This design comes from an exercise in tuning for small area, a short achievable clock period and few clock cycles per item on the open sky130 flow, not from production work.
At most, simulation tests tie the RTL to the original design; equivalence was not proved.
Power is estimated from default activity; no workload was simulated.

==> flow/design.v (excerpt) <==
module sa_top (
    input  logic          clk_i,
    input  logic          rst_ni,
    input  logic          s_valid_i,
    input  logic          s_last_i,
    input  logic          m_ready_i,
    output logic          s_ready_o,
    output logic          m_valid_o,
    output logic          m_last_o,
    input  logic [ 15:0]  sx_data_i,
    input  logic [ 63:0]  sk_data_i,
    output logic [ 63:0]  m_data_o
);
  localparam int R  = 4;
  localparam int C  = 8;
  localparam int CW = 2;   
  localparam int NC = 16 / CW;
  logic adv_q;   
  wire  adv_n;
  logic [2:0] cnt;    
  logic       lt7_q;  
  assign s_ready_o = adv_q && !(s_last_i && lt7_q);
  wire go0 = s_valid_i && s_ready_o;   
  logic [23:0] x0;   
  wire  [63:0] w0 = sk_data_i;
  wire         l0 = s_last_i;
  for (genvar r = 0; r < R; r++) begin : g_enc
    booth_enc u_enc (.x_i(sx_data_i[4*r +: 4]), .xe_o(x0[6*r +: 6]));
  end
  ...
clock: 4.2 ns
lec_check: 0
cap_margin: 20
core_margin: 2
core_utilization: 40
place_density: 0.6
setup_slack_margin: 1.45
slew_margin: 20
run.sh (not shown) runs the stock make flow with config.mk's settings and CLKGATE_MAP_FILE= SYNTH_SCRIPT=/design/flow/synth_recipe.tcl, a recipe that flattens the netlist after the stock synthesis.
Testbench counts at the start, summed over its fixed seeds: cycles 5,480, items 384.
Next try:
--- a/flow/design.v
+++ b/flow/design.v
@@ -14,33 +14,33 @@
     localparam int NC = 16 / CW          
 ) (
     input  logic              clk_i,
     input  logic              v_i,       
     input  logic              clr_i,     
     input  logic [5:0]        xe_i,      
     input  logic [7:0]        w_i,
     output logic [15:0]       acc_o,     
     output logic [NC-1:0]     cy_o       
 );
-  wire neg0 = xe_i[0];
+  wire neg0 = v_i & xe_i[0];
   wire one0 = v_i & xe_i[1];
   wire two0 = v_i & xe_i[2];
-  wire neg1 = xe_i[3];
+  wire neg1 = v_i & xe_i[3];
   wire one1 = v_i & xe_i[4];
   wire two1 = v_i & xe_i[5];
   wire [8:0] ws = {w_i[7], w_i};
   wire [8:0] m0 = ({9{one0}} & ws) | ({9{two0}} & {w_i, 1'b0});
   wire [8:0] m1 = ({9{one1}} & ws) | ({9{two1}} & {w_i, 1'b0});
   wire [9:0] p0 = {m0[8], m0} ^ {10{neg0}};   
   wire [9:0] p1 = {m1[8], m1} ^ {10{neg1}};   
-  wire [15:0] xa = {{6{p0[9]}}, p0};
-  wire [15:0] ya = {{4{p1[9]}}, p1, 2'b00};
+  wire [15:0] xa = {4'b0000, v_i & ~p0[9], p0[9], p0[9], p0[8:0]};
+  wire [15:0] ya = {4'b0000, v_i & ~p1[9], p1[8:0], 2'b00};
   logic [15:0]   acc_q;
   logic [NC-1:0] cy_q;
   wire  [15:0]   a  = clr_i ? 16'd0 : acc_q;
   wire  [NC-1:0] ci = clr_i ? '0 : cy_q;
   logic [15:0] s, c;
   always_comb begin
     s = '0;
     c = '0;
     s[0] = a[0]; c[0] = xa[0];
     s[1] = a[1]; c[1] = xa[1];
@@ -107,20 +107,26 @@
   logic [2:0] cnt;    
   logic       lt7_q;  
   assign s_ready_o = adv_q && !(s_last_i && lt7_q);
   wire go0 = s_valid_i && s_ready_o;   
   logic [23:0] x0;   
   wire  [63:0] w0 = sk_data_i;
   wire         l0 = s_last_i;
   for (genvar r = 0; r < R; r++) begin : g_enc
     booth_enc u_enc (.x_i(sx_data_i[4*r +: 4]), .xe_o(x0[6*r +: 6]));
   end
+  logic [3:0] nbeat, kmod;
+  always_ff @(posedge clk_i)
+    if (!rst_ni) nbeat <= 4'd0;
+    else if (go0) nbeat <= l0 ? 4'd0 : nbeat + 4'd1;
+  always_ff @(posedge clk_i)
+    if (go0 && l0) kmod <= nbeat + 4'd1;
   wire [2:0] cnt_n = !adv_q ? cnt : (go0 && l0) ? 3'd0 : (cnt != 3'd7) ? cnt + 3'd1 : cnt;
   always_ff @(posedge clk_i)
     if (!rst_ni) begin
       cnt   <= 3'd7;
       lt7_q <= 1'b0;
     end else begin
       cnt   <= cnt_n;
       lt7_q <= (cnt_n != 3'd7);
     end
   logic [C-1:1] vs, ls;
@@ -139,47 +145,47 @@
         if (adv_q) ws[j][c] <= (j == 1) ? w0[8*c +: 8] : ws[j-1][c];
     end
   end
   logic [15:0]   acc [C][R];
   logic [NC-1:0] cy  [C][R];
   logic [C-1:0]  fc;   
   logic [C-1:1] act_q;
   wire [C-1:1] vs_n  = adv_q ? {vs[C-2:1], go0} : vs[C-1:1];
   wire [C-1:1] act_n = {(C-1){adv_n}} & vs_n;
   wire [C-1:0] act   = {act_q, go0};
+  logic [C-1:0] clr_q;
   always_ff @(posedge clk_i)
     if (!rst_ni) act_q <= '0;
     else act_q <= act_n;
   for (genvar c = 0; c < C; c++) begin : g_col
     wire        vc = act[c];
     wire        lc = (c == 0) ? l0 : ls[c];
     wire [23:0] xc = (c == 0) ? x0 : xs[c];
     wire [7:0]  wc = (c == 0) ? w0[7:0] : ws[c][c];
     always_ff @(posedge clk_i)
       if (!rst_ni) fc[c] <= 1'b1;
       else if (vc) fc[c] <= lc;
-    wire clr;
+    wire fc_n = vc ? lc : fc[c];
     if (c == 0) begin : g_clr0
-      assign clr = go0 && fc[0];
+      always_ff @(posedge clk_i)
+        if (!rst_ni) clr_q[0] <= 1'b1;
+        else clr_q[0] <= adv_n && fc_n;
     end else begin : g_clrq
-      wire fc_n = vc ? lc : fc[c];
-      logic clr_q;
       always_ff @(posedge clk_i)
-        if (!rst_ni) clr_q <= 1'b0;
-        else clr_q <= act_n[c] && fc_n;
-      assign clr = clr_q;
+        if (!rst_ni) clr_q[c] <= 1'b0;
+        else clr_q[c] <= act_n[c] && fc_n;
     end
     for (genvar r = 0; r < R; r++) begin : g_row
       mac_cell #(.CW(CW)) u_mac (
           .clk_i(clk_i),
           .v_i  (vc),
-          .clr_i(clr),
+          .clr_i(clr_q[c]),
           .xe_i (xc[6*r +: 6]),
           .w_i  (wc),
           .acc_o(acc[c][r]),
           .cy_o (cy[c][r])
       );
     end
   end
   logic [C-1:0] sel;
   logic         push;
   wire [C-1:0] sel_n = adv_q ? ({vs[C-1:1], go0} & {ls[C-1:1], l0}) : sel;
@@ -206,25 +212,27 @@
   logic          pv, pl;
   logic [15:0]   pacc [R];
   logic [NC-1:0] pcy  [R];
   logic [63:0]   pres;
   for (genvar r = 0; r < R; r++) begin : g_res
     mac_resolve #(.CW(CW)) u_res (.acc_i(pacc[r]), .cy_i(pcy[r]), .y_o(pres[16*r +: 16]));
   end
   always_ff @(posedge clk_i)
     if (push)
       for (int r = 0; r < R; r++) begin
-        pacc[r] <= macc[r];
+        pacc[r] <= {macc[r][15:12] - kmod, macc[r][11:0]};
         pcy[r]  <= mcy[r];
       end
   always_ff @(posedge clk_i)
-    if (push) pl <= sel[C-1];
+    if (push) begin
+      pl  <= sel[C-1];
+    end
   logic        hv, sv, hl, sl;
   logic [63:0] hd, sd;
   wire take  = !hv || m_ready_i;     
   wire pmove = pv && (take || !sv);  
   always_ff @(posedge clk_i)
     if (take) begin
       hd <= sv ? sd : pres;
       hl <= sv ? sl : pl;
     end
   always_ff @(posedge clk_i)
Result:
- The changed run ran to the end with no violations
- critical path depth fell by 5
- utilization drops by 0.29 points
- worst hold slack is better by 0.077 ns
- power goes down by 27%
- setup slack improves by 0.063 ns
- fmax is higher by 2.2%
Only the layout flow was run in the second run of this note; the RTL was not checked for function there.


The RTL this note starts from:
==> flow/design.v <==
module booth_enc (
    input  logic [3:0] x_i,
    output logic [5:0] xe_o
);
  assign xe_o[0] = x_i[1];
  assign xe_o[1] = x_i[0];
  assign xe_o[2] = x_i[1] & ~x_i[0];
  assign xe_o[3] = x_i[3];
  assign xe_o[4] = x_i[2] ^ x_i[1];
  assign xe_o[5] = (x_i[3] & ~x_i[2] & ~x_i[1]) | (~x_i[3] & x_i[2] & x_i[1]);
endmodule
module mac_cell #(
    parameter int CW = 4,                
    localparam int NC = 16 / CW          
) (
    input  logic              clk_i,
    input  logic              v_i,       
    input  logic              clr_i,     
    input  logic [5:0]        xe_i,      
    input  logic [7:0]        w_i,
    output logic [15:0]       acc_o,     
    output logic [NC-1:0]     cy_o       
);
  wire neg0 = v_i & xe_i[0];
  wire one0 = v_i & xe_i[1];
  wire two0 = v_i & xe_i[2];
  wire neg1 = v_i & xe_i[3];
  wire one1 = v_i & xe_i[4];
  wire two1 = v_i & xe_i[5];
  wire [8:0] ws = {w_i[7], w_i};
  wire [8:0] m0 = ({9{one0}} & ws) | ({9{two0}} & {w_i, 1'b0});
  wire [8:0] m1 = ({9{one1}} & ws) | ({9{two1}} & {w_i, 1'b0});
  wire [9:0] p0 = {m0[8], m0} ^ {10{neg0}};   
  wire [9:0] p1 = {m1[8], m1} ^ {10{neg1}};   
  wire [15:0] xa = {4'b0000, v_i & ~p0[9], p0[9], p0[9], p0[8:0]};
  wire [15:0] ya = {4'b0000, v_i & ~p1[9], p1[8:0], 2'b00};
  logic [15:0]   acc_q;
  logic [NC-1:0] cy_q;
  wire  [15:0]   a  = clr_i ? 16'd0 : acc_q;
  wire  [NC-1:0] ci = clr_i ? '0 : cy_q;
  logic [15:0] s, c;
  always_comb begin
    s = '0;
    c = '0;
    s[0] = a[0]; c[0] = xa[0];
    s[1] = a[1]; c[1] = xa[1];
    c[2] = neg1;
    for (int i = 2; i < 16; i++) begin
      s[i] = a[i] ^ xa[i] ^ ya[i];
      if (i < 15) c[i+1] = (a[i] & xa[i]) | (a[i] & ya[i]) | (xa[i] & ya[i]);
    end
  end
  logic [15:0]   sum;
  logic [NC-1:0] co;
  always_comb begin
    for (int k = 0; k < NC; k++) begin
      logic cc;
      cc = (k == 0) ? neg0 : ci[k];
      for (int i = k * CW; i < (k + 1) * CW; i++) begin
        sum[i] = s[i] ^ c[i] ^ cc;
        cc     = (s[i] & c[i]) | (s[i] & cc) | (c[i] & cc);
      end
      co[k] = cc;
    end
  end
  always_ff @(posedge clk_i) begin
    acc_q <= sum;
    cy_q  <= {co[NC-2:0], 1'b0};
  end
  assign acc_o = acc_q;
  assign cy_o  = cy_q;
endmodule
module mac_resolve #(
    parameter int CW = 4,
    localparam int NC = 16 / CW
) (
    input  logic [15:0]   acc_i,
    input  logic [NC-1:0] cy_i,
    output logic [15:0]   y_o
);
  logic [15:0] cv;
  always_comb begin
    cv = '0;
    for (int k = 1; k < NC; k++) cv[k*CW] = cy_i[k];
  end
  assign y_o = acc_i + cv;
endmodule
module sa_top (
    input  logic          clk_i,
    input  logic          rst_ni,
    input  logic          s_valid_i,
    input  logic          s_last_i,
    input  logic          m_ready_i,
    output logic          s_ready_o,
    output logic          m_valid_o,
    output logic          m_last_o,
    input  logic [ 15:0]  sx_data_i,
    input  logic [ 63:0]  sk_data_i,
    output logic [ 63:0]  m_data_o
);
  localparam int R  = 4;
  localparam int C  = 8;
  localparam int CW = 2;   
  localparam int NC = 16 / CW;
  logic adv_q;   
  wire  adv_n;
  logic [23:0] x0;   
  logic [63:0] w0;
  logic        v0, l0;
  logic [2:0]  cnt;   
  wire hold = l0 && (cnt != 3'd7);
  wire go0  = v0 && !hold;   
  logic rdy_q;   
  assign s_ready_o = rdy_q;
  logic [23:0] xenc;
  for (genvar r = 0; r < R; r++) begin : g_enc
    booth_enc u_enc (.x_i(sx_data_i[4*r +: 4]), .xe_o(xenc[6*r +: 6]));
  end
  always_ff @(posedge clk_i)
    if (s_ready_o || !v0) begin
      x0 <= xenc;
      w0 <= sk_data_i;
      l0 <= s_last_i;
    end
  always_ff @(posedge clk_i)
    if (!rst_ni) v0 <= 1'b0;
    else if (s_ready_o) v0 <= s_valid_i;
  logic [3:0] nbeat, kmod;
  always_ff @(posedge clk_i)
    if (!rst_ni) nbeat <= 4'd0;
    else if (adv_q && go0) nbeat <= l0 ? 4'd0 : nbeat + 4'd1;
  always_ff @(posedge clk_i)
    if (adv_q && go0 && l0) kmod <= nbeat + 4'd1;
  always_ff @(posedge clk_i)
    if (!rst_ni) cnt <= 3'd7;
    else if (adv_q) begin
      if (go0 && l0) cnt <= 3'd0;
      else if (cnt != 3'd7) cnt <= cnt + 3'd1;
    end
  logic [C-1:1] vs, ls;
  logic [23:0] xs [1:C-1];
  logic [7:0]  ws [1:C-1][1:C-1];   
  always_ff @(posedge clk_i)
    if (!rst_ni) vs <= '0;
    else if (adv_q) vs <= {vs[C-2:1], go0};
  always_ff @(posedge clk_i)
    if (adv_q) ls <= {ls[C-2:1], l0};
  for (genvar j = 1; j < C; j++) begin : g_stage
    always_ff @(posedge clk_i)
      if (adv_q) xs[j] <= (j == 1) ? x0 : xs[j-1];
    for (genvar c = j; c < C; c++) begin : g_w
      always_ff @(posedge clk_i)
        if (adv_q) ws[j][c] <= (j == 1) ? w0[8*c +: 8] : ws[j-1][c];
    end
  end
  logic [15:0]   acc [C][R];
  logic [NC-1:0] cy  [C][R];
  logic [C-1:0]  fc;   
  logic [C-1:0] act_q;
  wire       v0_n   = s_ready_o ? s_valid_i : v0;
  wire       l0_n   = s_ready_o ? s_last_i : l0;
  wire [2:0] cnt_n  = !adv_q ? cnt : (go0 && l0) ? 3'd0 : (cnt != 3'd7) ? cnt + 3'd1 : cnt;
  wire       hold_n = l0_n && (cnt_n != 3'd7);
  wire       go0_n  = v0_n && !hold_n;
  wire [C-1:1] vs_n = adv_q ? {vs[C-2:1], go0} : vs[C-1:1];
  wire [C-1:0] act_n = {C{adv_n}} & {vs_n, go0_n};
  logic [C-1:0] clr_q;
  always_ff @(posedge clk_i)
    if (!rst_ni) act_q <= '0;
    else act_q <= act_n;
  for (genvar c = 0; c < C; c++) begin : g_col
    wire        vc = act_q[c];
    wire        lc = (c == 0) ? l0 : ls[c];
    wire [23:0] xc = (c == 0) ? x0 : xs[c];
    wire [7:0]  wc = (c == 0) ? w0[7:0] : ws[c][c];
    always_ff @(posedge clk_i)
      if (!rst_ni) fc[c] <= 1'b1;
      else if (vc) fc[c] <= lc;
    wire fc_n = vc ? lc : fc[c];
    always_ff @(posedge clk_i)
      if (!rst_ni) clr_q[c] <= 1'b0;
      else clr_q[c] <= act_n[c] && fc_n;
    for (genvar r = 0; r < R; r++) begin : g_row
      mac_cell #(.CW(CW)) u_mac (
          .clk_i(clk_i),
          .v_i  (vc),
          .clr_i(clr_q[c]),
          .xe_i (xc[6*r +: 6]),
          .w_i  (wc),
          .acc_o(acc[c][r]),
          .cy_o (cy[c][r])
      );
    end
  end
  logic [C-1:0] sel;
  logic         push;
  wire [C-1:0] sel_n = adv_q ? ({vs[C-1:1], go0} & {ls[C-1:1], l0}) : sel;
  always_ff @(posedge clk_i)
    if (!rst_ni) begin
      sel  <= '0;
      push <= 1'b0;
    end else begin
      sel  <= sel_n;
      push <= adv_n && |sel_n;
    end
  logic [15:0]   macc [R];
  logic [NC-1:0] mcy  [R];
  always_comb begin
    for (int r = 0; r < R; r++) begin
      macc[r] = '0;
      mcy[r]  = '0;
      for (int c = 0; c < C; c++) begin
        macc[r] = macc[r] | ({16{sel[c]}} & acc[c][r]);
        mcy[r]  = mcy[r]  | ({NC{sel[c]}} & cy[c][r]);
      end
    end
  end
  logic          pv, pl;
  logic [15:0]   pacc [R];
  logic [NC-1:0] pcy  [R];
  logic [63:0]   pres;
  for (genvar r = 0; r < R; r++) begin : g_res
    mac_resolve #(.CW(CW)) u_res (.acc_i(pacc[r]), .cy_i(pcy[r]), .y_o(pres[16*r +: 16]));
  end
  always_ff @(posedge clk_i)
    if (push)
      for (int r = 0; r < R; r++) begin
        pacc[r] <= {macc[r][15:12] - kmod, macc[r][11:0]};
        pcy[r]  <= mcy[r];
      end
  always_ff @(posedge clk_i)
    if (push) begin
      pl  <= sel[C-1];
    end
  logic        hv, sv, hl, sl;
  logic [63:0] hd, sd;
  wire take  = !hv || m_ready_i;     
  wire pmove = pv && (take || !sv);  
  always_ff @(posedge clk_i)
    if (take) begin
      hd <= sv ? sd : pres;
      hl <= sv ? sl : pl;
    end
  always_ff @(posedge clk_i)
    if (pmove && !(take && !sv)) begin
      sd <= pres;
      sl <= pl;
    end
  wire pv_n = push || (pv && !pmove);
  wire hv_n = take ? (sv || pv) : hv;
  wire sv_n = take ? (sv && pv) : (sv || pv);
  always_ff @(posedge clk_i)
    if (!rst_ni) begin
      pv <= 1'b0;
      hv <= 1'b0;
      sv <= 1'b0;
    end else begin
      pv <= pv_n;
      hv <= hv_n;
      sv <= sv_n;
    end
  assign adv_n = !(pv_n && sv_n);
  always_ff @(posedge clk_i)
    if (!rst_ni) adv_q <= 1'b1;
    else adv_q <= adv_n;
  assign m_valid_o = hv;
  assign m_last_o  = hl;
  assign m_data_o  = hd;
  always_ff @(posedge clk_i)
    if (!rst_ni) rdy_q <= 1'b1;
    else rdy_q <= adv_n && !(v0_n && hold_n);
endmodule
make LEC_CHECK=0 CAP_MARGIN=20 CORE_MARGIN=2 CORE_UTILIZATION=40 PLACE_DENSITY=0.6 SETUP_SLACK_MARGIN=1.38 SLEW_MARGIN=20 finish   # period 4.2 ns
Testbench counts at the start, summed over its fixed seeds: cycles 5,488, items 384.
Then changed:
--- a/flow/design.v
+++ b/flow/design.v
@@ -18,14 +18,14 @@
     input  logic              clr_i,     
     input  logic [5:0]        xe_i,      
-    input  logic [7:0]        w_i,
+    input  logic [7:0]        w_i,       
     output logic [15:0]       acc_o,     
     output logic [NC-1:0]     cy_o       
 );
   wire neg0 = v_i & xe_i[0];
-  wire one0 = v_i & xe_i[1];
-  wire two0 = v_i & xe_i[2];
+  wire one0 = xe_i[1];
+  wire two0 = xe_i[2];
   wire neg1 = v_i & xe_i[3];
-  wire one1 = v_i & xe_i[4];
-  wire two1 = v_i & xe_i[5];
+  wire one1 = xe_i[4];
+  wire two1 = xe_i[5];
   wire [8:0] ws = {w_i[7], w_i};
   wire [8:0] m0 = ({9{one0}} & ws) | ({9{two0}} & {w_i, 1'b0});
@@ -174,4 +174,5 @@
     wire [23:0] xc = (c == 0) ? x0 : xs[c];
     wire [7:0]  wc = (c == 0) ? w0[7:0] : ws[c][c];
+    wire [7:0]  wcg = {8{vc}} & wc;   
     always_ff @(posedge clk_i)
       if (!rst_ni) fc[c] <= 1'b1;
@@ -187,5 +188,5 @@
           .clr_i(clr_q[c]),
           .xe_i (xc[6*r +: 6]),
-          .w_i  (wc),
+          .w_i  (wcg),
           .acc_o(acc[c][r]),
           .cy_o (cy[c][r])
=> Sequential share of layout area shrinks by 0.37 points. Design area grows by 0.95%. Clock power hardly moves. Non-clock buffer count grows by 18. Final cell count grows by 1.8%. Flip-flop and latch count stays the same. Fmax grows by 0.31%. First-iteration DRC count shrinks by 4.9%. Total power grows by 1.9%.
No functional check of the RTL was part of the second run of this note.

[re-timing with driven ports]
In the flow no input, the clock included, has a driving cell. The finished layouts below were timed again as built, in two steps.
Step 1: set_driving_cell puts a clkbuf_16 on clk_i and a buf_2 on each other input, an assumption about the parent block.
Step 2 moves the port delays by t, midway between the first and last clock arrival at a register: inputs arrive t later, outputs are due t later. That takes back most of the time a late clock gives input paths.
Slacks: ideal / step 1 / step 2; pairs: ideal / step 1.
run | t, ns | slack for setup (ns) | worst data-port slew with drivers (ns)
the first run of note 1 | 0.930 | 1.260 / 1.260 / 0.517 | 0.07
the second run of note 1 | 0.919 | 1.324 / 1.324 / 0.644 | 0.08
the first run of note 2 | 0.916 | 1.405 / 1.405 / 0.954 | 0.19
the second run of note 2 | 0.913 | 1.414 / 1.414 / 0.802 | 0.14
After both steps setup and hold are still met in every run listed. The setup slack of the first run of note 1, which loses most, moves by 0.000 ns with the drivers and by -0.743 ns with both steps.
